Context: an optimization exercise on an open-source flow, tuned for small area, a short achievable clock period and few clock cycles. The choices shown serve that exercise and are no tape-out recipe. Where RTL was checked, it was by simulation tests only, not by an equivalence proof against the original. Function not checked in runs 5 and 6: the RTL went through the layout flow alone.

$ cat flow/config.mk
export PLATFORM = sky130hd
export DESIGN_NAME = sha_top
export DESIGN_NICKNAME = sha_top
export VERILOG_FILES = /design/flow/design.v
export SDC_FILE = /design/flow/constraint.sdc
export NUM_CORES = 4
export LEC_CHECK = 0
export CAP_MARGIN = 20
export CORE_MARGIN = 2
export CORE_UTILIZATION = 45
export PLACE_DENSITY = 0.6
export SLEW_MARGIN = 20
$ cat flow/constraint.sdc
create_clock -name core_clock -period 13.0 [get_ports {clk}]
set_input_delay 2.6000 -clock core_clock [delete_from_list [all_inputs] [get_ports {clk}]]
set_output_delay 2.6000 -clock core_clock [all_outputs]
set_load 0.01 [all_outputs]
$ cat flow/design.v
module sha_top
(
  input                 clk,
  input                 rst,
  input  logic [32-1:0] stop_sig,
  input  logic [8-1:0]  datain,
  output logic [32-1:0] st_tra,
  output logic          FINISH_FLAG,
  output logic [255:0]  hash
);
function automatic logic [31:0] k(input logic [5:0] n);
  case (n)
    6'd0: k = 32'h428a2f98;
    6'd1: k = 32'h71374491;
    6'd2: k = 32'hb5c0fbcf;
    6'd3: k = 32'he9b5dba5;
    6'd4: k = 32'h3956c25b;
    6'd5: k = 32'h59f111f1;
    6'd6: k = 32'h923f82a4;
    6'd7: k = 32'hab1c5ed5;
    6'd8: k = 32'hd807aa98;
    6'd9: k = 32'h12835b01;
    6'd10: k = 32'h243185be;
    6'd11: k = 32'h550c7dc3;
    6'd12: k = 32'h72be5d74;
    6'd13: k = 32'h80deb1fe;
    6'd14: k = 32'h9bdc06a7;
    6'd15: k = 32'hc19bf174;
    6'd16: k = 32'he49b69c1;
    6'd17: k = 32'hefbe4786;
    6'd18: k = 32'h0fc19dc6;
    6'd19: k = 32'h240ca1cc;
    6'd20: k = 32'h2de92c6f;
    6'd21: k = 32'h4a7484aa;
    6'd22: k = 32'h5cb0a9dc;
    6'd23: k = 32'h76f988da;
    6'd24: k = 32'h983e5152;
    6'd25: k = 32'ha831c66d;
    6'd26: k = 32'hb00327c8;
    6'd27: k = 32'hbf597fc7;
    6'd28: k = 32'hc6e00bf3;
    6'd29: k = 32'hd5a79147;
    6'd30: k = 32'h06ca6351;
    6'd31: k = 32'h14292967;
    6'd32: k = 32'h27b70a85;
    6'd33: k = 32'h2e1b2138;
    6'd34: k = 32'h4d2c6dfc;
    6'd35: k = 32'h53380d13;
    6'd36: k = 32'h650a7354;
    6'd37: k = 32'h766a0abb;
    6'd38: k = 32'h81c2c92e;
    6'd39: k = 32'h92722c85;
    6'd40: k = 32'ha2bfe8a1;
    6'd41: k = 32'ha81a664b;
    6'd42: k = 32'hc24b8b70;
    6'd43: k = 32'hc76c51a3;
    6'd44: k = 32'hd192e819;
    6'd45: k = 32'hd6990624;
    6'd46: k = 32'hf40e3585;
    6'd47: k = 32'h106aa070;
    6'd48: k = 32'h19a4c116;
    6'd49: k = 32'h1e376c08;
    6'd50: k = 32'h2748774c;
    6'd51: k = 32'h34b0bcb5;
    6'd52: k = 32'h391c0cb3;
    6'd53: k = 32'h4ed8aa4a;
    6'd54: k = 32'h5b9cca4f;
    6'd55: k = 32'h682e6ff3;
    6'd56: k = 32'h748f82ee;
    6'd57: k = 32'h78a5636f;
    6'd58: k = 32'h84c87814;
    6'd59: k = 32'h8cc70208;
    6'd60: k = 32'h90befffa;
    6'd61: k = 32'ha4506ceb;
    6'd62: k = 32'hbef9a3f7;
    6'd63: k = 32'hc67178f2;
    default: k = 32'h0;
  endcase
endfunction
function automatic logic [63:0] csa(input logic [31:0] x, input logic [31:0] y, input logic [31:0] z);
  logic [31:0] s, c;
  s = x ^ y ^ z;
  c = (x & y) | (x & z) | (y & z);
  csa = {s, c[30:0], 1'b0};
endfunction
logic       in_byte, in_fin;
logic [7:0] in_data;
always_ff @(posedge clk) begin
  if (rst) begin
    in_byte <= 1'b0;
    in_fin  <= 1'b0;
  end else begin
    in_byte <= (stop_sig == 32'd0);
    in_fin  <= (stop_sig == 32'd2);
  end
  in_data <= datain;
end
logic [60:0] cnt;         
logic [23:0] wbuf;        
logic        padm;        
logic        pwdone;      
logic        nolen;       
logic        final_blk;   
logic        padding;
logic        src_valid;
logic [31:0] src_word;
logic [31:0] padword;
assign padding = padm | in_fin;
always_comb begin
  case (cnt[1:0])
    2'd0: padword = 32'h8000_0000;
    2'd1: padword = {wbuf[7:0], 24'h80_0000};
    2'd2: padword = {wbuf[15:0], 16'h8000};
    default: padword = {wbuf[23:0], 8'h80};
  endcase
end
logic [5:0]  t0;           
logic [0:15][31:0] win;    
logic        blk_busy;     
logic        fin_act;      
logic [1:0]  fin_cnt;
logic        init;         
logic        acc;          
logic        v1, l1, v2, l2;
logic [5:0]  kidx;
logic [31:0] p, q;
logic [31:0] a, b, c, d, e, f, g, h;
logic [0:3][31:0] ha, he;  
logic        fin_last;
logic        s0_adv;
logic [31:0] wnew, wsched;
assign fin_last = fin_act & (fin_cnt == 2'd3);
always_comb begin
  if (!padding) begin
    src_valid = in_byte & (cnt[1:0] == 2'd3);
    src_word  = {wbuf, in_data};
  end else begin
    src_valid = !final_blk;
    if (!pwdone)                              src_word = padword;
    else if (t0[3:0] == 4'd14 && !nolen)      src_word = cnt[60:29];
    else if (t0[3:0] == 4'd15 && !nolen)      src_word = {cnt[28:0], 3'b000};
    else                                      src_word = 32'd0;
  end
end
logic [31:0] sg0, sg1;
logic [63:0] ws1, ws2;
assign sg0 = {win[1][6:0], win[1][31:7]} ^ {win[1][17:0], win[1][31:18]} ^ {3'b000, win[1][31:3]};
assign sg1 = {win[14][16:0], win[14][31:17]} ^ {win[14][18:0], win[14][31:19]} ^ {10'b0, win[14][31:10]};
assign ws1 = csa(win[0], win[9], sg0);
assign ws2 = csa(ws1[63:32], ws1[31:0], sg1);
assign wsched = ws2[63:32] + ws2[31:0];
assign s0_adv = t0[5] | t0[4] |
                (src_valid & ((t0 != 6'd0) | !blk_busy | fin_last));
assign wnew = (t0[5] | t0[4]) ? wsched : src_word;
logic [31:0] hsel, dsel, kv;
logic [63:0] ps1, qs2;
assign hsel = v2 ? g : h;
assign dsel = v2 ? c : d;
assign kv   = k(kidx);
assign ps1  = csa(win[15], kv, hsel);
assign qs2  = csa(ps1[63:32], ps1[31:0], dsel);
logic [31:0] bs1, bs0, ch, maj, anew, enew;
logic [63:0] ac1, ac2, ac3, ec1;
assign bs1 = {e[5:0], e[31:6]} ^ {e[10:0], e[31:11]} ^ {e[24:0], e[31:25]};
assign bs0 = {a[1:0], a[31:2]} ^ {a[12:0], a[31:13]} ^ {a[21:0], a[31:22]};
assign ch  = (e & f) ^ (~e & g);
assign maj = (a & b) ^ (a & c) ^ (b & c);
assign ec1 = csa(q, bs1, ch);
assign enew = ec1[63:32] + ec1[31:0];
assign ac1 = csa(p, ch, maj);
assign ac2 = csa(ac1[63:32], bs1, bs0);
assign ac3 = csa(ac1[31:0], ac2[63:32], ac2[31:0]);
assign anew = ac3[63:32] + ac3[31:0];
logic [31:0] suma, sume;
assign suma = ha[0] + (init ? 32'd0 : d);
assign sume = he[0] + (init ? 32'd0 : h);
always_ff @(posedge clk) begin
  if (rst) begin
    cnt       <= '0;
    padm      <= 1'b0;
    pwdone    <= 1'b0;
    nolen     <= 1'b0;
    final_blk <= 1'b0;
    t0        <= 6'd0;
    blk_busy  <= 1'b1;
    fin_act   <= 1'b1;
    fin_cnt   <= 2'd0;
    init      <= 1'b1;
    acc       <= 1'b0;
    v1 <= 1'b0; l1 <= 1'b0; v2 <= 1'b0; l2 <= 1'b0;
    FINISH_FLAG <= 1'b0;
    ha <= {32'ha54ff53a, 32'h3c6ef372, 32'hbb67ae85, 32'h6a09e667};
    he <= {32'h5be0cd19, 32'h1f83d9ab, 32'h9b05688c, 32'h510e527f};
  end else begin
    if (in_byte) begin
      cnt  <= cnt + 61'd1;
      acc  <= 1'b0;
    end
    if (in_fin) padm <= 1'b1;
    if (s0_adv) begin
      t0 <= t0 + 6'd1;
      if (t0 == 6'd63) begin
        blk_busy <= 1'b1;
        acc      <= 1'b1;
        nolen    <= 1'b0;
      end
      if (padding && !(t0[5] | t0[4])) begin
        if (!pwdone) begin
          pwdone <= 1'b1;
          if (t0[3:1] == 3'b111) nolen <= 1'b1;
        end else if (t0[3:0] == 4'd15 && !nolen) begin
          final_blk <= 1'b1;
        end
      end
    end
    v1 <= s0_adv;
    l1 <= s0_adv & (t0 == 6'd63);
    v2 <= v1;
    l2 <= l1;
    if (v2 & l2) begin
      fin_act <= 1'b1;
      fin_cnt <= 2'd0;
    end else if (fin_act) begin
      fin_cnt <= fin_cnt + 2'd1;
      if (fin_last) begin
        fin_act  <= 1'b0;
        init     <= 1'b0;
        blk_busy <= 1'b0;
        if (final_blk) FINISH_FLAG <= 1'b1;
      end
    end
    if (fin_act) begin
      ha <= {ha[1], ha[2], ha[3], suma};
      he <= {he[1], he[2], he[3], sume};
    end
  end
end
always_ff @(posedge clk) begin
  if (in_byte) wbuf <= {wbuf[15:0], in_data};
  if (s0_adv) win <= {win[1:15], wnew};
  kidx <= t0;
  p <= ps1[63:32] + ps1[31:0];
  q <= qs2[63:32] + qs2[31:0];
  if (v2) begin
    a <= anew; b <= a; c <= b; d <= c;
    e <= enew; f <= e; g <= f; h <= g;
  end else if (fin_act) begin
    a <= suma; b <= a; c <= b; d <= c;
    e <= sume; f <= e; g <= f; h <= g;
  end
end
assign st_tra = {30'd0, acc, acc};
assign hash = {ha[3], ha[2], ha[1], ha[0], he[3], he[2], he[1], he[0]};
endmodule
$ cat flow/run.sh
#!/bin/bash
# synth_recipe.tcl (not shown) runs the flow's synth.tcl, then flattens the netlist and writes it again
# the make line also repeats each setting of config.mk as NAME=value (left out here)
make -C /OpenROAD-flow-scripts/flow DESIGN_CONFIG=/design/flow/config.mk WORK_HOME=/design/flow/orfs CLKGATE_MAP_FILE= SYNTH_SCRIPT=/design/flow/synth_recipe.tcl finish
==> results list, run 1 <==
- Post-synth EDFFs: 792
* Critical Path Fanout Max: 44
- Source-to-sink clock delay at the later pin of the worst-skew pair: approximately 780 ps
- Leaving out fill and tap cells, the most frequent cell in the layout is sky130_fd_sc_hd__edfxtp_1.
* Worst Tran Pin Value: 1100 ps
- Worst setup SP type: flop
- CTS hold repair buffers: 0
- The H-tree was split into 4 levels.
- Most used cells in the layout excluding fill and tap cells: sky130_fd_sc_hd__edfxtp_1 (792), sky130_fd_sc_hd__dfxtp_1 (437), sky130_fd_sc_hd__inv_1 (434)
* Relative slew slack: ~25%
- Unique cell type count in the Yosys netlist: a little under 90
* Launch point of the worst hold path: win[323]
- Floorplan core area: between 100000 and 150000 µm²
- Once detailed placement completed, the half-perimeter wirelength came to around 140 mm.
* Layout cells sized above 1: about 5.7%
- Worst setup path endpoint: q[31]
* Main flop type after synthesis: sky130_fd_sc_hd__edfxtp_1
* Worst-path clk slew: around 60 ps
- Maximum clock frequency: roughly 160 MHz
- Category of the worst setup path capture point: flop
- In this run the critical register-to-register path is captured at q[31].
* Number of warnings issued by yosys: 1
* First-pass GRT wire length: 273 mm
- The number of max-slew violations in the final report is 0.
- Root Buffer: sky130_fd_sc_hd__clkbuf_16
* Number of sinks on the clock net: 1236
* Post-synthesis async set-or-reset flop share: 0%
- After technology mapping, the gate count stands at 5452.
- By startpoint and endpoint, the worst setup path is classified as reg -> reg.
* Number of storage elements in the synthesis netlist: about 1.2k
- The startpoint identified for the worst register-to-register timing path is v2.
* Final core utilization: a little over half
- The total overflow left after global routing is 0.
- In this run the cell area of the synthesized design comes to 63300 µm².
* Number of setup violations in the final report: 0
* Final weighted congestion in routability-driven placement: about 1.0
* Area enclosed by the die boundary: about 140000 µm²
* Setup Fix Bufs, Post-CTS: 0
- TritonCTS built the clock tree.
- The count of nets left with antenna violations once routing finished came out at 0.
- Worst reg2reg path depth: 17
* Total count of hold-check failures in the final report: 0
- Each instance of the synthesized netlist takes up on average about 12 µm².
- Maximum clock path buffer count: 3
- Buffers on Ports: 300
- DR pass1 iterations: 6
* Required arrival time at the worst endpoint: approximately 14000 ps
- Measured along the y axis, the die boundary spans around 380 µm.
* Crit share post-route: between 40% and 50%
- TritonCTS created between 100 and 150 clock buffers.
- Pin count of the biggest net entering global routing: around 200
* Initial core utilization: 45.4%
- Count of unresolved DRC violations after routing: 0
* WL final: 186 mm
* R2r setup slk: around 6900 ps
* Final nets: between 6k and 7k
- Tightest Hold Check Type: reg -> reg
* Final setup skew: 33.3 ps
* Final routed wire length divided by cell count: roughly 24 µm
* Global-route total usage across every layer: 25.9%
- Tracing the worst setup path back leads to its startpoint at v2.
- Minimum period implied by the final worst setup slack: between 6000 and 7000 ps
- Dividing the detail-routed via count by the number of cells gives between 5 and 6.
- Max-cap check violation count: 0
* FP Rows: roughly 140
- Data on the critical path arrives at its endpoint at roughly 6800 ps.
- In this run the count of I/O pins placed on the die edge is roughly 330.
* Vias in the first global route: about 40k
- The run finished with no timing, DRC or antenna violations.
* Number of design-rule violations left by the first detailed-router iteration: about 4.6k
- Initial antenna violation count: 4
- Sequential cells were found to cover 51.6% of the synthesized design area.
- In the final timing run, aggregate negative setup slack is 0 ps.
* Width of the chip: around 380 µm
- Routed via count: 42.3k
- Setup repair after global routing missed its margin: no
* Growth of design area from synthesis to finish: 15.0%
* Number of gates given a new drive strength after cts: 0
cells in the mapped netlist, types with 27 or more instances:
cell type	n	area (µm²)
sky130_fd_sc_hd__nand2b_1	31	194
sky130_fd_sc_hd__edfxtp_1	792	23800
sky130_fd_sc_hd__clkbuf_1	167	627
sky130_fd_sc_hd__a31oi_1	36	225
sky130_fd_sc_hd__dfxtp_1	444	8890
sky130_fd_sc_hd__a21oi_1	246	1230
sky130_fd_sc_hd__nand4_1	32	200
sky130_fd_sc_hd__o21ai_0	264	1320
sky130_fd_sc_hd__a21o_1	107	803
sky130_fd_sc_hd__nor3_1	66	330
sky130_fd_sc_hd__nor2_1	363	1360
sky130_fd_sc_hd__fa_1	252	5040
sky130_fd_sc_hd__a221oi_1	28	245
sky130_fd_sc_hd__xnor2_1	338	2960
sky130_fd_sc_hd__nand3_1	82	410
sky130_fd_sc_hd__buf_4	32	240
sky130_fd_sc_hd__xor2_1	154	1350
sky130_fd_sc_hd__nor2b_1	98	613
sky130_fd_sc_hd__o211ai_1	27	203
sky130_fd_sc_hd__inv_1	435	1630
sky130_fd_sc_hd__a22oi_1	29	218
sky130_fd_sc_hd__and3_1	35	219
sky130_fd_sc_hd__buf_1	31	116
sky130_fd_sc_hd__nand2_1	379	1420
sky130_fd_sc_hd__ha_1	239	2990
sky130_fd_sc_hd__mux2_2	29	327
sky130_fd_sc_hd__mux2i_1	304	3040
sky130_fd_sc_hd__a211oi_1	50	375
sky130_fd_sc_hd__o21a_1	43	323
worst max-delay path, cell delays in order (launching register included):
cell                       delay [ps]
sky130_fd_sc_hd__dfxtp_4          880
sky130_fd_sc_hd__buf_4            610
sky130_fd_sc_hd__mux2i_1          240
sky130_fd_sc_hd__fa_1             400
sky130_fd_sc_hd__inv_1            100
sky130_fd_sc_hd__fa_1             420
sky130_fd_sc_hd__ha_1             240
sky130_fd_sc_hd__inv_1             80
sky130_fd_sc_hd__fa_1             220
sky130_fd_sc_hd__nor2b_1           70
sky130_fd_sc_hd__o31a_1           300
sky130_fd_sc_hd__o311ai_1         490
sky130_fd_sc_hd__a21oi_1          190
sky130_fd_sc_hd__o31ai_1          700
sky130_fd_sc_hd__o21ai_0          300
sky130_fd_sc_hd__nand4b_1         270
sky130_fd_sc_hd__a2111o_1         390
sky130_fd_sc_hd__o211ai_1          90
cell families (layout without fill, tap and decap cells):
| family | count (synthesis) | in the layout | synth area share [%] |
|---|---|---|---|
| mux | 341 | 341 | 5.61 |
| flops | 1236 | 1236 | 51.6 |
| buf+inv | 671 | 1026 | 4.17 |
| fa+ha+maj | 492 | 492 | 12.7 |
| other cells | 1 | 31 | 0.00592 |
| compound gates | 1014 | 1014 | 10.3 |
| xor+xnor | 492 | 492 | 6.81 |
| simple gates | 1205 | 1205 | 8.82 |
per-layer routing:
layer | global-route usage [%] | vias up | wire (µm)
li1 | - | 19700 | -
met1 | 39.8 | 20800 | 89700
met2 | 36.3 | 1523 | 76300
met3 | 5.81 | 222 | 15000
met4 | 7.62 | 0 | 5100
met5 | 0 | - | 0
registers in the layout (all words and copies together) (netlist names), 8 cells and up:
signal / flops
b: 32
ha: 128
e: 32
kv: 32
wbuf: 24
a: 32
he: 128
h: 32
g: 32
in_data: 8
d: 32
q: 32
f: 32
c: 32
cnt: 61
win: 512
p: 32
area by class of cell:
cell class / instances / area (µm²)
flip-flops and latches: 1236 / 32700
diodes: 1 / 2.50
clock inverters: 63 / 848
inverters: 440 / 1660
repair buffers: 335 / 3290
fillers: 12300 / 66700
multi-input cells: 3574 / 28100
clock buffers: 188 / 3820
well taps: 1876 / 2350
worst min-delay path by stage:
stage | end | slack (ps) | depth (start not counted)
6_report | win[355] | 410 | 0
5_1_grt | win[173] | 410 | 0
4_1_cts | win[117] | 410 | 0
2_1_floorplan | win[100] | 400 | 0
3_3_place_gp | win[283] | 400 | 0
3_5_place_dp | win[116] | 400 | 0
through the flow:
| step | worst slack [ps] | instance area, µm² | cells | hold WS (ps) |
|---|---|---|---|---|
| CTS | 6970 | 72800 | 7712 | 405 |
| global placement | 7000 | 68100 | 7461 | 400 |
| detailed placement | 6990 | 68100 | 7461 | 405 |
| floorplan | 328 | 63400 | 5481 | 400 |
| finish | 6890 | 72800 | 7713 | 408 |
| global route | 6750 | 72800 | 7712 | 412 |
Testbench counts, summed over its fixed seeds: cycles 63,908.
==> run 2: changes to the inputs <==
--- a/flow/config.mk
+++ b/flow/config.mk
@@ -6,4 +6,5 @@
 export NUM_CORES = 4
 export LEC_CHECK = 0
+export ABC_CLOCK_PERIOD_IN_PS = 3000
 export CAP_MARGIN = 20
 export CORE_MARGIN = 2
==> run 2 against run 1 <==
Non-clock buffer count unchanged. Global-route usage unchanged. Register-to-register slack about the same. Synthesized cell count unchanged. Synthesized area unchanged. Die area unchanged. Still clean on timing, DRC and antenna. Clock skew unchanged. Critical endpoint unchanged. Critical path depth unchanged.
==> results list, run 2 <==
* Run status: finished clean
- In this run the vertical extent of the chip is 379 µm.
- On the final layout, the worst hold slack is between 400 and 500 ps.
- Count of unresolved DRC violations after routing: 0
- Gates resized during post-CTS repair numbered 0.
- Final core utilization: 52.2%
- Worst reg2reg path depth: 17
- Final nets: approximately 6.3k
* Commonest cells in the netlist: sky130_fd_sc_hd__edfxtp_1 (792), sky130_fd_sc_hd__dfxtp_1 (444), sky130_fd_sc_hd__inv_1 (435)
- Total count of hold-check failures in the final report: 0
- Maximum clock path buffer count: 3
- Cell types with the largest area share after synthesis: sky130_fd_sc_hd__edfxtp_1 (38%), sky130_fd_sc_hd__dfxtp_1 (14%), sky130_fd_sc_hd__fa_1 (8.0%), sky130_fd_sc_hd__mux2i_1 (4.8%), sky130_fd_sc_hd__ha_1 (4.7%)
* Category of the critical setup timing path: reg -> reg
* Area share of and/or/nand/nor cells after synthesis: 8.82%
- Post-synthesis share of cell area spent on full adders, half adders and majority gates: around an eighth
- At the pin with the least slew margin, the transition time is roughly 1100 ps.
* Post-synthesis cell count: around 5.5k
* Number of design-rule violations left by the first detailed-router iteration: between 4k and 5k
- Clock tree from TritonCTS: done
- Critical Path Source: v2
- The synthesized netlist devotes between 10% and 20% of its cell area to compound gates.
- After routing, the total negative slack on setup checks comes to 0 ps.
* Finished Layout Cells: a little under 8k
- Post-synthesis async set-or-reset flop share: 0%
- Share of synthesized area occupied by flip-flops and latches: 51.6%
- Counting flops and latches in the post-synthesis netlist gives between 1k and 1.5k.
* Category of the worst setup path capture point: flop
- Number of warnings issued by yosys: 1
- Count of boundary I/O pins: 331
- Along the worst path, the maximum fanout reaches between 40 and 50.
- Setup Fix Bufs, Post-CTS: 0
- win holds more flip-flops than any other register.
* Most used cells in the layout excluding fill and tap cells: sky130_fd_sc_hd__edfxtp_1 (792), sky130_fd_sc_hd__dfxtp_1 (437), sky130_fd_sc_hd__inv_1 (434)
* Mean Syn Cell Area: ~12 µm²
* Number of flip-flops under the largest register name: 512
- Num CTS Buffers: ~140
- In the final layout, the registers with the most flip-flops are win x512, ha x128, he x128.
- Worst-path clk slew: about 60 ps
* Width of the chip: 379 µm
- Main combinational cell family by area after synthesis: adder cells
- CTS hold repair buffers: 0
- Growth of design area from synthesis to finish: 15.0%
* Multiplexer area fraction after synthesis: under 10%
- Headroom to the max-slew limit came out at 24.8%.
- Max-cap check violation count: 0
- Worst setup timing slack at the placement stage: 6990 ps
- Final setup skew: approximately 33 ps
* Tightest Hold Check Type: reg -> reg
- In this run, placement finished with an instance count of between 7k and 8k.
* HPWL after detailed placement: about 140 mm
- In the finished design, the share of the clock period the worst path needs comes to between 40% and 50%.
- The library cell used most frequently in the layout, excluding fill and tap cells, is sky130_fd_sc_hd__edfxtp_1.
- Area enclosed by the die boundary: 144000 µm²
* Grt ovf: 0
* Unique cell type count in the Yosys netlist: 88
- Post-synth EDFFs: 792
* Most frequently used cell type in the post-synthesis netlist: sky130_fd_sc_hd__edfxtp_1
- Vias in the first global route: 40.4k
* Worst setup path endpoint: q[31]
- The congestion estimate from routability-driven global placement came to between 1 and 1.5.
* Area share of xor/xnor cells in the synthesized design: 6.81%
- At the worst endpoint, the required time is between 10000 and 15000 ps.
- Setup repair after global routing left no endpoint under its margin.
- The detail route stage leaves a number of antenna-violating nets equal to 0.
- The worst setup path is launched from a flop.
- Detailed routing inserted a total of 42.3k vias.
- The number of max-slew violations in the final report is 0.
- Number of sinks on the clock net: between 1k and 1.5k
* R2r setup slk: ~7000 ps
- RR Startpoint: v2
- At the worst endpoint, the arrival time is ~6800 ps.
- Main flop type after synthesis: sky130_fd_sc_hd__edfxtp_1
- Worst Setup Slack, final: roughly 6900 ps
* WL final: 186 mm
* Area of the mapped netlist: roughly 63000 µm²
- Maximum clock frequency: around 160 MHz
- Clock tree synthesis selected as its root buffer the cell sky130_fd_sc_hd__clkbuf_16.
* Per-cell via count in the routed design: 5.48
* DR pass1 iterations: 6
- First-pass GRT wire length: approximately 270 mm
- Across every metal layer, demand over resource in global routing totals 25.9%.
- Minimum period implied by the final worst setup slack: 6110 ps
- Buffers on Ports: 300
- Number of setup violations in the final report: 0
- Cells with a size suffix above 1 make up 5.65% of the layout.
* Final routed wire length divided by cell count: approximately 24 µm
- # H-tree levels: 4
- Once placement finished, the instance area stood at approximately 68000 µm².
* Share of the synthesized area in the top cell type: between 30% and 40%
- FP Rows: around 140
* Initial core utilization: 45.4%
* Source-to-sink clock delay at the later pin of the worst-skew pair: 780 ps
* Pin count of the biggest net entering global routing: about 200
- Most area-hungry cell type in the Yosys netlist: sky130_fd_sc_hd__edfxtp_1
- Initial antenna violation count: 4
- The finished cells cover 72800 µm².
- In this run the critical register-to-register path is captured at q[31].
- Floorplan core area: approximately 140000 µm²
==> run 2: cell counts after synthesis <==
Identical to the previous run, type by type.
==> run 2: per-layer routing <==
layer,global-route usage (%),share of wire [%]
met2,36.3,41
met5,0,0
met4,7.62,2.7
met3,5.81,8.0
met1,39.8,48
==> run 2: worst min path at each step <==
stage	endpoint	start	cells after the start	slack, ps
after floorplan	win[100]	win[68]	0	400
after global placement	win[283]	win[251]	0	400
after detailed placement	win[116]	win[84]	0	400
after CTS	win[117]	win[85]	0	410
after global routing	win[173]	win[141]	0	410
final	win[355]	win[323]	0	410
==> run 2: cell families (layout without fill, tap and decap cells) <==
kind of cell	Yosys count	after routing
AOI/OAI and AO/OA	1014	1014
xor gates and xnor gates	492	492
adders and majority gates	492	492
buffers and inverters	671	1026
DFF	1236	1236
muxes	341	341
other	1	31
and+or+nand+nor	1205	1205
==> run 2: layout make-up <==
type / instances / area (µm²)
fillers: 12300 / 66700
flip-flops and latches: 1236 / 32700
multi-input cells: 3574 / 28100
clock buffers: 188 / 3820
repair buffers: 335 / 3290
well taps: 1876 / 2350
inverters: 440 / 1660
clock inverters: 63 / 848
diodes: 1 / 2.50
==> run 2: worst max-delay path, stage by stage, from the launching register on <==
cell and delay (ps):
sky130_fd_sc_hd__dfxtp_4 880, sky130_fd_sc_hd__buf_4 610, sky130_fd_sc_hd__mux2i_1 240, sky130_fd_sc_hd__fa_1 400, sky130_fd_sc_hd__inv_1 100, sky130_fd_sc_hd__fa_1 420
sky130_fd_sc_hd__ha_1 240, sky130_fd_sc_hd__inv_1 80, sky130_fd_sc_hd__fa_1 220, sky130_fd_sc_hd__nor2b_1 70, sky130_fd_sc_hd__o31a_1 300, sky130_fd_sc_hd__o311ai_1 490
sky130_fd_sc_hd__a21oi_1 190, sky130_fd_sc_hd__o31ai_1 700, sky130_fd_sc_hd__o21ai_0 300, sky130_fd_sc_hd__nand4b_1 270, sky130_fd_sc_hd__a2111o_1 390, sky130_fd_sc_hd__o211ai_1 90
==> run 3: changes to the inputs <==
==> flow/flow/run.sh (new file) <==
#!/bin/bash
# Standard ORFS layout, with timing repair aimed at a setup slack margin of 7 ns
# (the clock period and constraints are unchanged).
set -euo pipefail
bash standard.sh SETUP_SLACK_MARGIN=7 finish > standard_flow.log 2>&1
==> flow/standard.sh (new file) <==
#!/bin/bash
# synth_recipe.tcl (not shown) runs the flow's synth.tcl, then flattens the netlist and writes it again
# the make line also repeats each setting of config.mk as NAME=value (left out here)
make -C /OpenROAD-flow-scripts/flow DESIGN_CONFIG=/design/flow/config.mk WORK_HOME=/design/flow/orfs CLKGATE_MAP_FILE= SYNTH_SCRIPT=/design/flow/synth_recipe.tcl "${@:-finish}"
--- a/flow/config.mk
+++ b/flow/config.mk
@@ -6,5 +6,4 @@
 export NUM_CORES = 4
 export LEC_CHECK = 0
-export ABC_CLOCK_PERIOD_IN_PS = 3000
 export CAP_MARGIN = 20
 export CORE_MARGIN = 2
removed: flow/run.sh
==> run 3 against run 2 <==
Final area up 0.20%. Sequential share of layout area down 0.083 points. Largest cell class unchanged. Sequential cell count unchanged. Highest routed layer is now met5. Hold slack worse by 25 ps. Register-to-register slack better by 380 ps. Synthesized cell count unchanged. Count of clock-buffer cells in the layout down 15. Via count up 0.14%. Non-clock buffer count up 1. Critical path depth unchanged.
==> results list, run 3 <==
- The flow ran to the end and the layout has no timing, DRC or antenna violations.
- between 300 and 400 I/O pins were placed.
- Before antenna repair, the detailed router went through 5 iterations.
- After clock tree synthesis, the clock-pin slew on the worst setup and hold paths is around 70 ps.
- The largest registers in the layout are win x512, ha x128, he x128.
* Area of the mapped netlist: roughly 63000 µm²
* Share of synthesized area occupied by flip-flops and latches: 51.6%
* WL final: 185 mm
* Global-route total usage across every layer: 25.8%
- Buffers placed on the I/O ports in this run total 300.
- Number of design-rule violations left by the first detailed-router iteration: roughly 4.3k
- Worst hold slack across all endpoints: 383 ps
* Final nets: ~6.3k
* Pin count of the biggest net entering global routing: ~190
- Summed over all instances, the cell type with the most area after synthesis is sky130_fd_sc_hd__edfxtp_1.
* Final setup skew: between 60 and 70 ps
- Die Y-Extent: around 380 µm
* Floorplan core area: between 100000 and 150000 µm²
- Mean Syn Cell Area: ~12 µm²
- Count of unresolved DRC violations after routing: 0
- Diodes inserted: 0
- Synthesis produced a netlist whose cell count is between 5k and 6k.
* Category of the critical setup timing path: reg -> reg
- Most used cells in the layout excluding fill and tap cells: sky130_fd_sc_hd__edfxtp_1 (792), sky130_fd_sc_hd__dfxtp_1 (436), sky130_fd_sc_hd__inv_1 (434)
- FP Rows: around 140
- The H-tree was split into 4 levels.
- The critical path goes through buf_16, mux2i_1, fa_1, inv_1, fa_1, ha_1, inv_1, fa_1, nor2b_1, o31a_1, o311ai_1, a21oi_1, o31ai_2, o21ai_0, nand4b_1, a2111o_1, o211ai_1.
- Derived from the worst setup path, the maximum achievable clock frequency is between 150 and 200 MHz.
* Post-synth EDFFs: 792
- The worst register-to-register path begins at v2.
- In the synthesized netlist the dominant register cell turns out to be sky130_fd_sc_hd__edfxtp_1.
- Commonest cells in the netlist: sky130_fd_sc_hd__edfxtp_1 (792), sky130_fd_sc_hd__dfxtp_1 (444), sky130_fd_sc_hd__inv_1 (435)
* Final setup TNS: 0 ps
- First-pass GRT wire length: about 270 mm
- Register ranked first by flip-flop count: win
- Growth of design area from synthesis to finish: 15.2%
* Worst setup path endpoint: q[31]
* Post-synthesis async set-or-reset flop share: 0%
- Crit path largest cell delay: 780 ps
* Final weighted congestion in routability-driven placement: between 0.9 and 1
- Cells after DPL: ~7.5k
* Num CTS Buffers: 139
- Grt ovf: 0
* Number of flip-flops under the largest register name: approximately 500
- Category of the worst setup path capture point: flop
- Clock tree from TritonCTS: done
- Final routed wire length divided by cell count: 24.0 µm
* CTS hold repair buffers: 0
- After detailed routing, the number of vias per cell comes to about 5.5.
* Unique cell type count in the Yosys netlist: 88
- Among all cell types in the netlist, the one instantiated most often is sky130_fd_sc_hd__edfxtp_1.
* Total count of hold-check failures in the final report: 0
- Data arrival time at the worst-slack endpoint: approximately 6400 ps
* Width of the chip: approximately 380 µm
- Required arrival time at the worst endpoint: 13700 ps
- Number of warnings issued by yosys: 1
* Tightest Hold Check Type: reg -> reg
- The routed layout has about 42k vias.
* Area enclosed by the die boundary: ~140000 µm²
* Antenna viol nets, final: 0
- Worst setup SP type: flop
- On the critical path, the stage with the largest delay is an instance of sky130_fd_sc_hd__dfxtp_4.
* Maximum clock path buffer count: 3
* HPWL after detailed placement: 140 mm
* Relative slew slack: about 28%
* Share of the synthesized area in the top cell type: between 30% and 40%
- Among the stages of the critical path, the cell type that occurs most often is sky130_fd_sc_hd__fa_1.
- Source-to-sink clock delay at the later pin of the worst-skew pair: 810 ps
- In the finished design, the share of the clock period the worst path needs comes to between 40% and 50%.
- The library cell used most frequently in the layout, excluding fill and tap cells, is sky130_fd_sc_hd__edfxtp_1.
- Setup Fix Bufs, Post-CTS: 0
- Critical Path Source: v2
- For the pin with the worst max-slew slack, the measured transition is approximately 1100 ps.
* Number of sinks on the clock net: 1236
- After synthesis the netlist holds a flip-flop and latch count of around 1.2k.
- Number of setup violations in the final report: 0
- Worst reg2reg path depth: 17
- The worst path needs ~5700 ps of the cycle, external delays included.
- Setup repair after global routing left no endpoint under its margin.
- Counting the fill cells in the layout gives roughly 12k.
* Critical Path Fanout Max: around 110
* Max-cap check violation count: 0
* Initial antenna violation count: 4
* Layout cells sized above 1: between 5 and 6%
* Root Buffer: sky130_fd_sc_hd__clkbuf_16
- Cell types with the largest area share after synthesis: sky130_fd_sc_hd__edfxtp_1 (38%), sky130_fd_sc_hd__dfxtp_1 (14%), sky130_fd_sc_hd__fa_1 (8.0%), sky130_fd_sc_hd__mux2i_1 (4.8%), sky130_fd_sc_hd__ha_1 (4.7%)
- Finished Layout Cells: roughly 7.7k
- The worst register-to-register path ends at q[31].
- Initial core utilization: approximately 45%
- R2r setup slk: approximately 7300 ps
* Final Slew Violations: 0
* Vias in the first global route: 40.7k
[run 3: cell families (layout without fill, tap and decap cells)]
| group | Yosys count | count (layout) | synth area share (%) |
|---|---|---|---|
| fa+ha+maj | 492 | 492 | 12.7 |
| simple gates | 1205 | 1205 | 8.82 |
| buf+inv | 671 | 1032 | 4.17 |
| mux | 341 | 341 | 5.61 |
| flops | 1236 | 1236 | 51.6 |
| compound gates | 1014 | 1014 | 10.3 |
| xor+xnor | 492 | 492 | 6.81 |
| other cells | 1 | 30 | 0.00592 |
[run 3: layout make-up]
cell class,instances,area [µm²],area share (%)
clock buffer,173,3720,5.10
tap,1876,2350,3.22
multi-input combinational,3574,28200,38.6
timing repair buffer,336,3330,4.56
inverter,440,1670,2.30
sequential,1236,32700,44.8
clock inverter,83,1000,1.37
[run 3: metal layers]
metal  vias up  part of all wire [%]  GRT usage (%)
met5         -                0.0059              0
met4         2                   2.7           7.31
met3       210                   7.7           4.92
met2      1536                    42           36.7
met1     20900                    48           39.7
li1      19700                     -              -
[run 3: worst min-delay path by stage]
stage	startpoint	endpoint	slack, ps	depth (start not counted)
detailed placement	win[68]	win[100]	400	0
global placement	win[361]	win[393]	400	0
CTS	win[117]	win[149]	370	0
global route	win[117]	win[149]	380	0
finish	win[92]	win[124]	380	0
floorplan	win[68]	win[100]	400	0
[run 3: worst max-delay path: cells and delay by family (launching register included)]
family | cells | cell delay (ps)
flops | 1 | 780
compound gates | 7 | 2080
fa+ha+maj | 4 | 1340
buf+inv | 3 | 680
simple gates | 2 | 330
mux | 1 | 300
[run 3: stage by stage]
stage	cell area (µm²)	setup WS, ps	util (%)
floorplan	63500	3410	-
finish	72900	7270	52.3
CTS	72900	7220	52.2
global route	72900	7030	52.3
detailed placement	68200	6960	48.9
global placement	68200	7070	48.9
[run 3: repair_timing]
| action | CTS | global route |
|---|---|---|
| resized for setup | 2 | 1 |
| setup endpoints to repair | 1 | 4 |
| cloned | 0 | 0 |
==> run 4: changes to the inputs <==
==> flow/flow/run.sh (replaced) <==
#!/bin/bash
# Standard ORFS layout, with timing repair aimed at a setup slack margin of 8.5 ns
# (the clock period and constraints are unchanged).
set -euo pipefail
bash standard.sh SETUP_SLACK_MARGIN=8.5 finish > standard_flow.log 2>&1
==> run 4 against run 3 <==
Final area up 4.6%. Hold slack better by 22 ps. Clock skew up 5.5 ps. Highest routed layer is now met4. Critical path depth down 5. Utilization up 2.4 points. Non-clock buffer count up 196. Final cell count up 2.5%. First-iteration DRC count up 2.5%. Maximum frequency up 22%.
==> results list, run 4 <==
* Placed cell area: 68300 µm²
- Series of cell instances along the critical path: mux2i_2, fa_1, inv_1, fa_1, fa_1, ha_1, a21o_1, a211oi_1, o21ai_2, a41oi_2, xnor2_1, mux2_2
* Post-synthesis async set-or-reset flop share: 0%
- Endpoint of the lowest-slack register-to-register path: a[28]
- Layout Cell Area excl Fill: between 70000 and 80000 µm²
- HPWL after detailed placement: about 140 mm
* Tightest Hold Check Type: reg -> reg
- Count of boundary I/O pins: roughly 330
- For this run, the number of standard cells in the final layout without fillers is just under 8k.
* Post-synth EDFFs: about 800
* Launch point of the worst hold path: win[147]
- After synthesis, the netlist uses 88 different library cells.
- The number of cells on the worst reg-to-reg path is 12.
- Share of the synthesized area in the top cell type: between 30% and 40%
- The largest registers in the layout are win x512, ha x128, he x128.
- Timing would allow up to between 200 and 250 MHz.
- Crit path largest cell delay: 660 ps
- Number of sinks on the clock net: ~1.2k
* Grt ovf: 0
- For this design, the slowest cell found on the critical path is sky130_fd_sc_hd__edfxtp_1.
- From synthesis to final layout, the design area changed by 20.5%.
- Area enclosed by the die boundary: 144000 µm²
- Data arrives at the worst endpoint at roughly 5200 ps.
- The detailed router finished its first iteration with approximately 4.4k violations.
- # H-tree levels: 4
- The die is about 380 µm tall.
- Number of setup violations in the final report: 0
- Most used cells in the layout excluding fill and tap cells: sky130_fd_sc_hd__edfxtp_1 (792), sky130_fd_sc_hd__dfxtp_1 (434), sky130_fd_sc_hd__inv_1 (427)
- The final critical path takes up approximately 36% of the cycle.
- Number of flip-flops under the largest register name: 512
- First-pass GRT wire length: 278 mm
* Cells after DPL: between 7k and 8k
- R2r setup slk: 8310 ps
* Worst Tran Pin Value: approximately 1100 ps
- The tree is rooted in a sky130_fd_sc_hd__clkbuf_16.
- Critical Path Fanout Max: 5
- For this configuration, the core starts out at a cell density of roughly 45%.
- Width of the chip: roughly 380 µm
- The library cell used most frequently in the layout, excluding fill and tap cells, is sky130_fd_sc_hd__edfxtp_1.
* Worst setup timing slack at the placement stage: approximately 7300 ps
- Count of unresolved DRC violations after routing: 0
* Floorplan core area: 140000 µm²
- The tightest hold path in the finished design has a slack of about 400 ps.
- Clock tree from TritonCTS: done
- The cell count after synthesis came out at between 5k and 6k.
- Number of stages on the worst hold path: 0
- Final setup skew: approximately 66 ps
* Category of the critical setup timing path: reg -> reg
- The number of hold-slack violations in the final timing report is 0.
- Share of synthesized area occupied by flip-flops and latches: 51.6%
- The worst setup path is launched from a flop.
- Entering global routing, the biggest net connects 191 pins.
- The worst setup path is captured at a flop.
- Final setup TNS: 0 ps
- For the finished layout, the period the worst path requires is 4690 ps.
- Destination of the worst hold path: win[179]
- In the final routed layout, each cell accounts on average for around 24 µm.
- In this run the critical register-to-register path is launched from e[23].
* Main flop type after synthesis: sky130_fd_sc_hd__edfxtp_1
- Counting flops per register, the top entry is win.
* Buffers on Ports: 300
- The routed layout has about 44k vias.
- Max-cap violations in this run came to 0.
* Initial antenna violation count: 6
* Number of storage elements in the synthesis netlist: between 1k and 1.5k
* Final Slew Violations: 0
- Among the stages of the critical path, the cell type that occurs most often is sky130_fd_sc_hd__fa_1.
* Area of the mapped netlist: 63300 µm²
- Worst Setup Slack, final: roughly 8300 ps
- Routability-driven placement finished with a final weighted congestion of about 0.95.
- Cells fill between 50% and 60% of the core in the end.
* Most frequently used cell type in the post-synthesis netlist: sky130_fd_sc_hd__edfxtp_1
* Per-cell via count in the routed design: about 5.5
* WL final: 190 mm
- Required arrival time at the worst endpoint: between 10000 and 15000 ps
* Commonest cells in the netlist: sky130_fd_sc_hd__edfxtp_1 (792), sky130_fd_sc_hd__dfxtp_1 (444), sky130_fd_sc_hd__inv_1 (435)
- Layout cells sized above 1: between 10% and 20%
- Final nets: 6455
- Setup repair after global routing missed its margin: yes
- Fill cell instance count of the final layout: about 12k
- In this run the remaining antenna-violating nets after routing total 0.
* Cell types with the largest area share after synthesis: sky130_fd_sc_hd__edfxtp_1 (38%), sky130_fd_sc_hd__dfxtp_1 (14%), sky130_fd_sc_hd__fa_1 (8.0%), sky130_fd_sc_hd__mux2i_1 (4.8%), sky130_fd_sc_hd__ha_1 (4.7%)
* Run status: finished clean
* Vias in the first global route: 42.0k
* Number of warnings issued by yosys: 1
* Most area-hungry cell type in the Yosys netlist: sky130_fd_sc_hd__edfxtp_1
- Mean Syn Cell Area: around 12 µm²
- Row generation in the floorplan step produced between 100 and 150 rows.
- Source-to-sink clock delay at the later pin of the worst-skew pair: approximately 810 ps
* Relative slew slack: approximately 24%
- Maximum clock path buffer count: 3
- Worst-path clk slew: ~60 ps
- Across every metal layer, demand over resource in global routing totals 26.1%.
- The first detailed-routing pass ran for 6 iterations.
- Num CTS Buffers: 138
## run 4: critical path: cells and delay by family (launching register included)
kind                     cells  cell delay, ps
AO/OA/AOI/OAI                4            1030
XOR/XNOR                     1              90
adder cells (fa/ha/maj)      4            1820
buffers and inverters        1              80
flip-flops                   1             660
multiplexers                 2             740
## run 4: how the worst max path moves through the flow
stage	start	slack (ps)	to
6_report	e[23]	8310	a[28]
2_1_floorplan	t0[1]	3410	win[0]
4_1_cts	e[16]	8380	a[28]
3_3_place_gp	v2	7380	q[30]
5_1_grt	e[9]	8140	a[28]
3_5_place_dp	v2	7330	q[31]
## run 4: layout make-up
| cell class | count | area, µm² | area share, % |
|---|---|---|---|
| Timing Repair Buffer | 532 | 5020 | 6.58 |
| Inverter | 440 | 1670 | 2.19 |
| Clock buffer | 185 | 3750 | 4.92 |
| Tap cell | 1876 | 2350 | 3.08 |
| Sequential cell | 1236 | 32700 | 42.8 |
| Clock inverter | 67 | 846 | 1.11 |
| Antenna cell | 4 | 10.0 | 0.0131 |
| Multi-Input combinational cell | 3574 | 30000 | 39.3 |
## run 4: kinds of logic (layout without fill, tap and decap cells)
family,count (synthesis),count (layout),share of synthesized area [%]
buffers and inverters,671,1224,4.17
adder cells (fa/ha/maj),492,492,12.7
other,1,34,0.00592
AND/OR/NAND/NOR,1205,1205,8.82
AO/OA/AOI/OAI,1014,1014,10.3
multiplexers,341,341,5.61
XOR/XNOR,492,492,6.81
flip-flops,1236,1236,51.6
## run 4: routing by layer
layer | wire length (µm) | global-route usage, % | vias up
met2 | 82100 | 38.3 | 1550
met4 | 5890 | 7.61 | 0
met3 | 13600 | 4.93 | 293
met1 | 88100 | 39.1 | 21600
li1 | - | - | 20100
met5 | 0 | 0 | -
## run 4: repair_timing
item,in CTS,in global routing
buffers inserted,123,66
resized for setup,209,160
hold buffers,0,0
gates cloned,2,2
pin swaps,80,118
setup endpoints to repair,168,142
==> run 5: changes to the inputs <==
--- a/flow/design.v
+++ b/flow/design.v
@@ -124,5 +124,6 @@
 logic        v1, l1, v2, l2;
 logic [5:0]  kidx;
-logic [31:0] p, q;
+logic [31:0] p;
+logic        hsl;          
 logic [31:0] a, b, c, d, e, f, g, h;
 logic [0:3][31:0] ha, he;  
@@ -151,28 +152,35 @@
 assign wsched = ws2[63:32] + ws2[31:0];
 assign s0_adv = t0[5] | t0[4] |
-                (src_valid & ((t0 != 6'd0) | !blk_busy | fin_last));
+                (src_valid & ((t0 != 6'd0) | !blk_busy | (fin_act & fin_cnt[1])));
 assign wnew = (t0[5] | t0[4]) ? wsched : src_word;
-logic [31:0] hsel, dsel, kv;
-logic [63:0] ps1, qs2;
-assign hsel = v2 ? g : h;
-assign dsel = v2 ? c : d;
+logic [31:0] hsel, kv;
+logic [63:0] ps1;
+assign hsel = hsl ? g : h;
 assign kv   = k(kidx);
 assign ps1  = csa(win[15], kv, hsel);
-assign qs2  = csa(ps1[63:32], ps1[31:0], dsel);
 logic [31:0] bs1, bs0, ch, maj, anew, enew;
-logic [63:0] ac1, ac2, ac3, ec1;
+logic [63:0] ac1, ac2, ac3, ec1, ec2;
 assign bs1 = {e[5:0], e[31:6]} ^ {e[10:0], e[31:11]} ^ {e[24:0], e[31:25]};
 assign bs0 = {a[1:0], a[31:2]} ^ {a[12:0], a[31:13]} ^ {a[21:0], a[31:22]};
 assign ch  = (e & f) ^ (~e & g);
 assign maj = (a & b) ^ (a & c) ^ (b & c);
-assign ec1 = csa(q, bs1, ch);
-assign enew = ec1[63:32] + ec1[31:0];
+assign ec1 = csa(p, d, ch);
+assign ec2 = csa(ec1[63:32], ec1[31:0], bs1);
+assign enew = ec2[63:32] + ec2[31:0];
 assign ac1 = csa(p, ch, maj);
 assign ac2 = csa(ac1[63:32], bs1, bs0);
 assign ac3 = csa(ac1[31:0], ac2[63:32], ac2[31:0]);
 assign anew = ac3[63:32] + ac3[31:0];
-logic [31:0] suma, sume;
-assign suma = ha[0] + (init ? 32'd0 : d);
-assign sume = he[0] + (init ? 32'd0 : h);
+logic [31:0] suma, sume, iva, ive;
+always_comb begin
+  case (fin_cnt)
+    2'd0: begin iva = 32'ha54ff53a; ive = 32'h5be0cd19; end
+    2'd1: begin iva = 32'h3c6ef372; ive = 32'h1f83d9ab; end
+    2'd2: begin iva = 32'hbb67ae85; ive = 32'h9b05688c; end
+    default: begin iva = 32'h6a09e667; ive = 32'h510e527f; end
+  endcase
+end
+assign suma = init ? iva : ha[0] + d;
+assign sume = init ? ive : he[0] + h;
 always_ff @(posedge clk) begin
   if (rst) begin
@@ -190,6 +198,5 @@
     v1 <= 1'b0; l1 <= 1'b0; v2 <= 1'b0; l2 <= 1'b0;
     FINISH_FLAG <= 1'b0;
-    ha <= {32'ha54ff53a, 32'h3c6ef372, 32'hbb67ae85, 32'h6a09e667};
-    he <= {32'h5be0cd19, 32'h1f83d9ab, 32'h9b05688c, 32'h510e527f};
+    hsl       <= 1'b1;
   end else begin
     if (in_byte) begin
@@ -200,7 +207,7 @@
     if (s0_adv) begin
       t0 <= t0 + 6'd1;
+      if (t0 == 6'd62) acc <= 1'b1;
       if (t0 == 6'd63) begin
         blk_busy <= 1'b1;
-        acc      <= 1'b1;
         nolen    <= 1'b0;
       end
@@ -230,8 +237,5 @@
       end
     end
-    if (fin_act) begin
-      ha <= {ha[1], ha[2], ha[3], suma};
-      he <= {he[1], he[2], he[3], sume};
-    end
+    hsl <= v1 | (v2 & l2) | (fin_act & !fin_last);
   end
 end
@@ -241,5 +245,8 @@
   kidx <= t0;
   p <= ps1[63:32] + ps1[31:0];
-  q <= qs2[63:32] + qs2[31:0];
+  if (fin_act) begin
+    ha <= {ha[1], ha[2], ha[3], suma};
+    he <= {he[1], he[2], he[3], sume};
+  end
   if (v2) begin
     a <= anew; b <= a; c <= b; d <= c;
==> run 5 against run 4 <==
Still clean. Setup slack lost 180 ps. Wire length shrank 9.7%. Critical path depth grew 4. Final cell count shrank 14%. Sequential share of layout area grew 5.6 points. Via count shrank 13%. Synthesized area shrank 6.3%. Synthesized cell count shrank 19%. Critical path type unchanged. Critical endpoint is now win[30].
==> results list, run 5 <==
- Counting flops with a built-in enable in the synthesized netlist gives approximately 1.0k.
* Global-route total usage across every layer: ~25%
- The total overflow left after global routing is 0.
* Area of the mapped netlist: roughly 60000 µm²
- The die covers 135000 µm².
- In this run the count of I/O pins placed on the die edge is 331.
- Number of warnings issued by yosys: 1
- The floorplan has around 130 rows.
* Unique cell type count in the Yosys netlist: 100
- Summed over all nets, wire length on met2 after detailed routing comes to around 78 mm.
* Final routed wire length divided by cell count: roughly 25 µm
* Number of design-rule violations left by the first detailed-router iteration: ~4.1k
- During placement, the flow inserted port buffers numbering 300.
* Most area-hungry cell type in the Yosys netlist: sky130_fd_sc_hd__edfxtp_1
- After detailed placement, the total cell area comes to about 64000 µm².
- Final hold analysis gives a worst-case slack of 399 ps.
- Across the run, the number of max-cap violations was 0.
- The number of max-slew violations in the final report is 0.
- Number of flip-flops under the largest register name: a little over 500
- In this run the remaining antenna-violating nets after routing total 0.
* Source-to-sink clock delay at the later pin of the worst-skew pair: about 780 ps
- The floorplan step set the die height to 367 µm.
- Top routing layer in use: met5
- Relative slew slack: between 20% and 30%
- Across the routed clock network, the largest skew measured is ~35 ps.
- Entering global routing, the biggest net connects between 150 and 200 pins.
- Num CTS Buffers: 132
- Initial core utilization: about 45%
- Floorplan core area: 131000 µm²
- Number of sinks on the clock net: roughly 1.2k
- The area growth from synthesis to layout is 20.5%.
* Leading cell type in the layout, fill and taps excluded: sky130_fd_sc_hd__edfxtp_1
- The largest registers in the layout are win x512, ha x128, he x128.
- Setup violations remaining at the end of the flow were counted as 0.
- STA classifies the critical path startpoint as a flop.
- The number of antenna violations at the first check in global routing was 7.
- Setup repair after global routing could not meet its margin everywhere.
- Tightest Hold Check Type: reg -> reg
* Cell types with the largest area share after synthesis: sky130_fd_sc_hd__edfxtp_1 (53%), sky130_fd_sc_hd__fa_1 (8.5%), sky130_fd_sc_hd__dfxtp_1 (5.3%), sky130_fd_sc_hd__xnor2_1 (4.9%), sky130_fd_sc_hd__ha_1 (4.6%)
- For the pin with the worst max-slew slack, the measured transition is around 1200 ps.
- In the detailed route, the total length drawn on met3 is ~14 mm.
- Vias in the first global route: around 37k
- Crit share post-route: between 30% and 40%
* Fill cell instance count of the final layout: ~11k
* Maximum clock frequency: between 200 and 250 MHz
* Mean Syn Cell Area: 13.4 µm²
- The finished cells cover 71500 µm².
* Width of the chip: 367 µm
- The register with the most flip-flops in the final layout is win.
* Routed via count: roughly 38k
* Required arrival time at the worst endpoint: roughly 13000 ps
* Post-synthesis cell count: ~4.4k
- After detailed routing, the total wire length is roughly 170 mm.
* Met1 wire length: roughly 73 mm
- First-pass GRT wire length: roughly 250 mm
- # H-tree levels: 4
- Commonest cells in the netlist: sky130_fd_sc_hd__edfxtp_1 (1048), sky130_fd_sc_hd__xnor2_1 (334), sky130_fd_sc_hd__nor2_1 (288)
- For this run, the leading register cell type out of synthesis is sky130_fd_sc_hd__edfxtp_1.
- In the routed design, unresolved DRC markers number 0.
- Data arrival time at the worst-slack endpoint: 5360 ps
- TritonCTS built the clock tree.
- HPWL after detailed placement: 124 mm
* Category of the critical setup timing path: reg -> reg
- Final setup TNS: 0 ps
- Most used cells in the layout excluding fill and tap cells: sky130_fd_sc_hd__edfxtp_1 (1048), sky130_fd_sc_hd__clkdlybuf4s50_1 (298), sky130_fd_sc_hd__xnor2_1 (296)
* Number of storage elements in the synthesis netlist: 1205
- Of all nets on the critical path, the largest fanout is 4.
* Run status: finished clean
* Most frequently used cell type in the post-synthesis netlist: sky130_fd_sc_hd__edfxtp_1
* Root Buffer: sky130_fd_sc_hd__clkbuf_16
- The synthesized design devotes to its leading area cell type 53.1% of total area.
- The routed design could run at a clock period as short as ~4900 ps.
- Final weighted congestion in routability-driven placement: about 0.9
- The clock passes through at most 3 buffers.
* DR pass1 iterations: 8
- After synthesis, the share of flip-flops with an asynchronous set or reset is 0%.
* Category of the worst setup path capture point: flop
* Worst-path clk slew: around 60 ps
- Layout cells sized above 1: between 10 and 15%
* Total count of hold-check failures in the final report: 0
- Per-cell via count in the routed design: ~5.6
- Final nets: about 5.4k
- The share of the Yosys chip area taken by registers is 58.4%.
## run 5: changes by cell type after synthesis, sizes merged, moves of 33 or more
cell	before	now
mux2i	304	45
clkbuf	167	132
nor2b	98	35
o21ai	268	235
inv	437	285
dfxtp	444	157
nor2	363	288
nand2	380	172
edfxtp	792	1048
## run 5: through the flow
step           cells  setup slack (ps)  utilization [%]
6_report        6793              8130             54.5
4_1_cts         6739              8190             53.7
2_1_floorplan   4470              3070                -
5_1_grt         6792              8010             54.5
3_5_place_dp    6380              7600             48.9
3_3_place_gp    6380              7680             48.9
## run 5: logic make-up (layout without fill, tap and decap cells)
kind of cell             Yosys count  count (layout)  share of synthesized area [%]
flip-flops                      1205            1205                           58.4
AO/OA/AOI/OAI                    943             943                           10.3
AND/OR/NAND/NOR                  788             788                           6.26
adder cells (fa/ha/maj)          470             470                           13.1
buffers and inverters            468            1035                           3.17
XOR/XNOR                         467             467                           6.90
multiplexers                      99              99                           1.88
other                              1              31                        0.00632
## run 5: final timing paths
kind         startpoint       end  slack, ps  cells past startpoint
min            win[308]  win[340]        400                      0
max            win[468]   win[30]       8130                     16
max reg2reg    win[468]   win[30]       8130                     16
min reg2reg    win[308]  win[340]        400                      0
## run 5: critical path, cell delays in order (launching register included)
cell,delay [ps]
sky130_fd_sc_hd__edfxtp_1,520
sky130_fd_sc_hd__xnor2_2,220
sky130_fd_sc_hd__xnor2_2,170
sky130_fd_sc_hd__fa_1,560
sky130_fd_sc_hd__fa_2,610
sky130_fd_sc_hd__ha_4,210
sky130_fd_sc_hd__a211oi_1,260
sky130_fd_sc_hd__nor2_1,130
sky130_fd_sc_hd__o31a_1,400
sky130_fd_sc_hd__a31oi_4,260
sky130_fd_sc_hd__o21ai_4,90
sky130_fd_sc_hd__a31oi_4,230
sky130_fd_sc_hd__nor3_2,60
sky130_fd_sc_hd__or3_1,330
sky130_fd_sc_hd__a31oi_1,200
sky130_fd_sc_hd__xor2_1,230
sky130_fd_sc_hd__o21ai_1,90
## run 5: cell type report
cell class                      count  area (µm²)  share of cell area, %
Inverter                          288        1090                   1.52
Clock inverter                     75        1020                   1.42
Clock buffer                      164        3510                   4.91
Antenna cell                        1        2.50                0.00350
Sequential cell                  1205       34600                   48.5
Timing Repair Buffer              507        4700                   6.57
Multi-Input combinational cell   2797       24300                   34.0
Tap cell                         1755        2200                   3.07
Timing Repair inverter              1        5.00                0.00700
## run 5: timing repair
item / 4_1_cts / 5_1_grt
resized for setup: 151 / 125
setup buffers: 119 / 52
gates cloned: 1 / 1
hold buffers: 0 / 0
endpoints found under the setup margin: 150 / 136
pin swaps: 72 / 116
## run 5: per-layer routing
layer / up-vias / track usage [%]
met1: 19000 / 35.1
met2: 1456 / 38.6
met3: 290 / 6.22
met4: 4 / 8.39
met5: - / 0
li1: 17000 / -
==> run 6: changes to the inputs <==
==> flow/flow/run.sh (replaced) <==
#!/bin/bash
# Standard ORFS layout, with timing repair aimed at a setup slack margin of 9.5 ns
# (the clock period and constraints are unchanged).
set -euo pipefail
bash standard.sh SETUP_SLACK_MARGIN=9.5 finish > standard_flow.log 2>&1
==> run 6 against run 5 <==
Synthesized cell count unchanged. Clock skew up 12 ps. First-iteration DRC count fell by 4.9%. Highest routed layer unchanged. Final area increased by 2.7%. Non-clock buffer count rose by 215. Setup slack gained 40 ps. Wire length is 3.1% higher. Critical path depth rose by 2. Sequential cell count stayed put.
==> results list, run 6 <==
* Run status: finished clean
- Max-cap violations in this run came to 0.
* Die Y-Extent: 367 µm
- Crit share post-route: between 30% and 40%
* Data arrival time at the worst-slack endpoint: ~5400 ps
- The largest registers in the layout are win x512, ha x128, he x128.
- RR Startpoint: a[30]
- Layout Cell Area excl Fill: between 70000 and 80000 µm²
- Relative slew slack: between 20% and 30%
- The die covers around 130000 µm².
- The number of max-slew violations in the final report is 0.
- The number of antenna violations at the first check in global routing came to 8.
- Per-cell via count in the routed design: ~5.5
- Most frequently used cell type in the post-synthesis netlist: sky130_fd_sc_hd__edfxtp_1
* Growth of design area from synthesis to finish: 23.7%
- Routed via count: about 39k
- Floorplan core area: around 130000 µm²
- Buffers inserted during clock tree synthesis total roughly 130.
* Pin count of the biggest net entering global routing: 96
- FP Rows: between 100 and 150
- Root Buffer: sky130_fd_sc_hd__clkbuf_16
- Initial core utilization: a little under half
- The number of different library cells used by synthesis comes to 100.
- Final routed wire length divided by cell count: 25.2 µm
- Synthesis inferred ~1.2k register bits.
* Required arrival time at the worst endpoint: between 10000 and 15000 ps
- The number of hold buffers added after CTS was 0.
* Buffers on Ports: 300
- Source-to-sink clock delay at the later pin of the worst-skew pair: just under 800 ps
- # H-tree levels: 4
- Mean Syn Cell Area: roughly 13 µm²
- At the pin with the least slew margin, the transition time is ~1200 ps.
* Launch point of the worst hold path: win[72]
* Share of synthesized area occupied by flip-flops and latches: 58.4%
- The die is 367 µm wide.
* Count of boundary I/O pins: about 330
- For the final routed database, the setup TNS stands at 0 ps.
- Antenna viol nets, final: 0
- Once placement finished, the instance area stood at between 60000 and 70000 µm².
- Number of sinks on the clock net: between 1k and 1.5k
- The register with the most flip-flops in the layout has roughly 510 of them.
- First-pass GRT wire length: between 200 and 300 mm
* Worst setup SP type: flop
- Layout cells sized above 1: between 20% and 30%
- Setup repair after global routing could not meet its margin everywhere.
* Commonest cells in the netlist: sky130_fd_sc_hd__edfxtp_1 (1048), sky130_fd_sc_hd__xnor2_1 (334), sky130_fd_sc_hd__nor2_1 (288)
* Post-synthesis async set-or-reset flop share: 0%
- Main flop type after synthesis: sky130_fd_sc_hd__edfxtp_1
* Minimum period implied by the final worst setup slack: just under 5000 ps
- Leading cell type in the layout, fill and taps excluded: sky130_fd_sc_hd__edfxtp_1
- Grt ovf: 0
* WL final: about 180 mm
* Final weighted congestion in routability-driven placement: between 0.9 and 1
- DR pass1 iterations: 6
* Final setup skew: between 40 and 50 ps
* Post-synthesis cell count: between 4k and 5k
* Most area-hungry cell type in the Yosys netlist: sky130_fd_sc_hd__edfxtp_1
* Cell types with the largest area share after synthesis: sky130_fd_sc_hd__edfxtp_1 (53%), sky130_fd_sc_hd__fa_1 (8.5%), sky130_fd_sc_hd__dfxtp_1 (5.3%), sky130_fd_sc_hd__xnor2_1 (4.9%), sky130_fd_sc_hd__ha_1 (4.6%)
* Clock tree from TritonCTS: done
- In this run the cell area of the synthesized design comes to a little under 60000 µm².
- Number of warnings issued by yosys: 1
* HPWL after detailed placement: between 100 and 150 mm
- Category of the critical setup timing path: reg -> reg
- For this run, design rule violations remaining after detail routing come to 0.
- Setup violations remaining at the end of the flow were counted as 0.
- The clock passes through at most 3 buffers.
- The net count of the finished layout is about 5.7k.
* Most used cells in the layout excluding fill and tap cells: sky130_fd_sc_hd__edfxtp_1 (1048), sky130_fd_sc_hd__buf_4 (366), sky130_fd_sc_hd__xnor2_1 (295)
- Share of the synthesized area in the top cell type: around 53%
- Total count of hold-check failures in the final report: 0
- Post-synth EDFFs: 1048
- Vias in the first global route: about 38k
- The worst setup path is captured at a flop.
- Number of design-rule violations left by the first detailed-router iteration: around 3.9k
* Critical Path Fanout Max: 5
* Critical Path Source: a[30]
- Tightest Hold Check Type: reg -> reg
- Worst hold slack across all endpoints: a little over 400 ps
- Register ranked first by flip-flop count: win
- Worst-path clk slew: ~60 ps
- For this run, the top clock speed supported by timing is a little over 200 MHz.
- Global-route total usage across every layer: about a quarter
-- run 6: cell counts after synthesis --
Identical to the previous run, type by type.
-- run 6: logic make-up (layout without fill, tap and decap cells) --
logic type,after synthesis,in the layout,synth area share (%)
DFF,1205,1205,58.4
buffers and inverters,468,1249,3.17
other,1,32,0.00632
muxes,99,99,1.88
adders and majority gates,470,470,13.1
and+or+nand+nor,788,789,6.26
AOI/OAI and AO/OA,943,943,10.3
xor gates and xnor gates,467,467,6.90
-- run 6: path summary, 6_finish.rpt --
| check | to | slack [ps] | cells after the start |
|---|---|---|---|
| worst max register to register | a[31] | 8160 | 18 |
| worst min register to register | win[104] | 410 | 0 |
| worst max-delay path | a[31] | 8160 | 18 |
| worst min-delay path | win[104] | 410 | 0 |
-- run 6: stage by stage --
step                setup slack [ps]  util [%]  cells
detailed placement              7810      49.1   6383
finish                          8160      55.9   7009
global placement                7770      49.1   6383
CTS                             8240      54.3   6872
global route                    8030      55.9   7007
floorplan                       3070         -   4470
-- run 6: per-layer routing --
metal | vias up | global-route usage (%) | routed length, µm
li1 | 17400 | - | -
met1 | 19500 | 36.6 | 76600
met2 | 1442 | 39.9 | 82100
met3 | 224 | 5.44 | 13400
met4 | 2 | 7.16 | 4380
met5 | - | 0 | 10
-- run 6: critical path: stages (launching register included) --
cell and delay, ps:
sky130_fd_sc_hd__edfxtp_1 580, sky130_fd_sc_hd__xnor2_1 430, sky130_fd_sc_hd__xnor2_1 160, sky130_fd_sc_hd__fa_1 570, sky130_fd_sc_hd__inv_1 60, sky130_fd_sc_hd__fa_1 500, sky130_fd_sc_hd__inv_1 40, sky130_fd_sc_hd__ha_1 320
sky130_fd_sc_hd__o21a_1 160, sky130_fd_sc_hd__o211ai_1 100, sky130_fd_sc_hd__a21o_1 250, sky130_fd_sc_hd__o21ai_4 220, sky130_fd_sc_hd__a31oi_4 130, sky130_fd_sc_hd__a2bb2oi_4 200, sky130_fd_sc_hd__a41oi_2 190, sky130_fd_sc_hd__o21ai_1 190
sky130_fd_sc_hd__a21o_1 150, sky130_fd_sc_hd__xnor2_1 60, sky130_fd_sc_hd__mux2_2 270
-- run 6: layout make-up --
type,instances,area (µm²)
repair inverters,1,5.00
diodes,2,5.00
inverters,288,1090
clock inverters,71,973
clock buffers,167,3540
multi-input cells,2798,25400
fillers,10900,57800
flip-flops and latches,1205,34600
repair buffers,722,5510
well taps,1755,2200
-- run 6: what timing repair did --
action | in CTS | in global routing
pin swaps | 176 | 169
endpoints found under the setup margin | 959 | 780
gates cloned | 6 | 0
gates resized for setup | 1354 | 254
buffers inserted | 245 | 135

## port drivers added, routing unchanged
No port has a modelled driver above. Below, the same layouts with a new extraction and two added sets of constraints. Step 1 assumes that a clkbuf_16 drives the clock port and a buf_2 every other input. Step 2 also shifts input and output timing later by t, the mid clock arrival at the registers, as if the neighbouring blocks saw the same clock. Three values: no drivers, after step 1, after step 2; two values: the first two.
| run | t, ns | slack for setup (ns) | slew at the worst register clock pin (ns) | worst data-port slew with drivers (ns) | pins driven straight from the clock port |
|---|---|---|---|---|---|
| run 1 | 0.848 | 6.889 / 6.889 / 6.889 | 0.07 / 0.07 | 0.04 | 1 |
| run 2 | 0.848 | 6.889 / 6.889 / 6.889 | 0.07 / 0.07 | 0.04 | 1 |
| run 3 | 0.847 | 7.268 / 7.268 / 7.268 | 0.07 / 0.07 | 0.04 | 1 |
| run 4 | 0.865 | 8.308 / 8.308 / 7.916 | 0.07 / 0.07 | 0.04 | 1 |
| run 5 | 0.839 | 8.125 / 8.125 / 8.125 | 0.06 / 0.06 | 0.05 | 1 |
| run 6 | 0.847 | 8.165 / 8.165 / 8.165 | 0.07 / 0.07 | 0.05 | 1 |
After both steps every run listed still meets setup and hold. For run 4, which loses most, drivers alone change the setup slack by 0.000 ns; drivers and shift together by -0.392 ns.
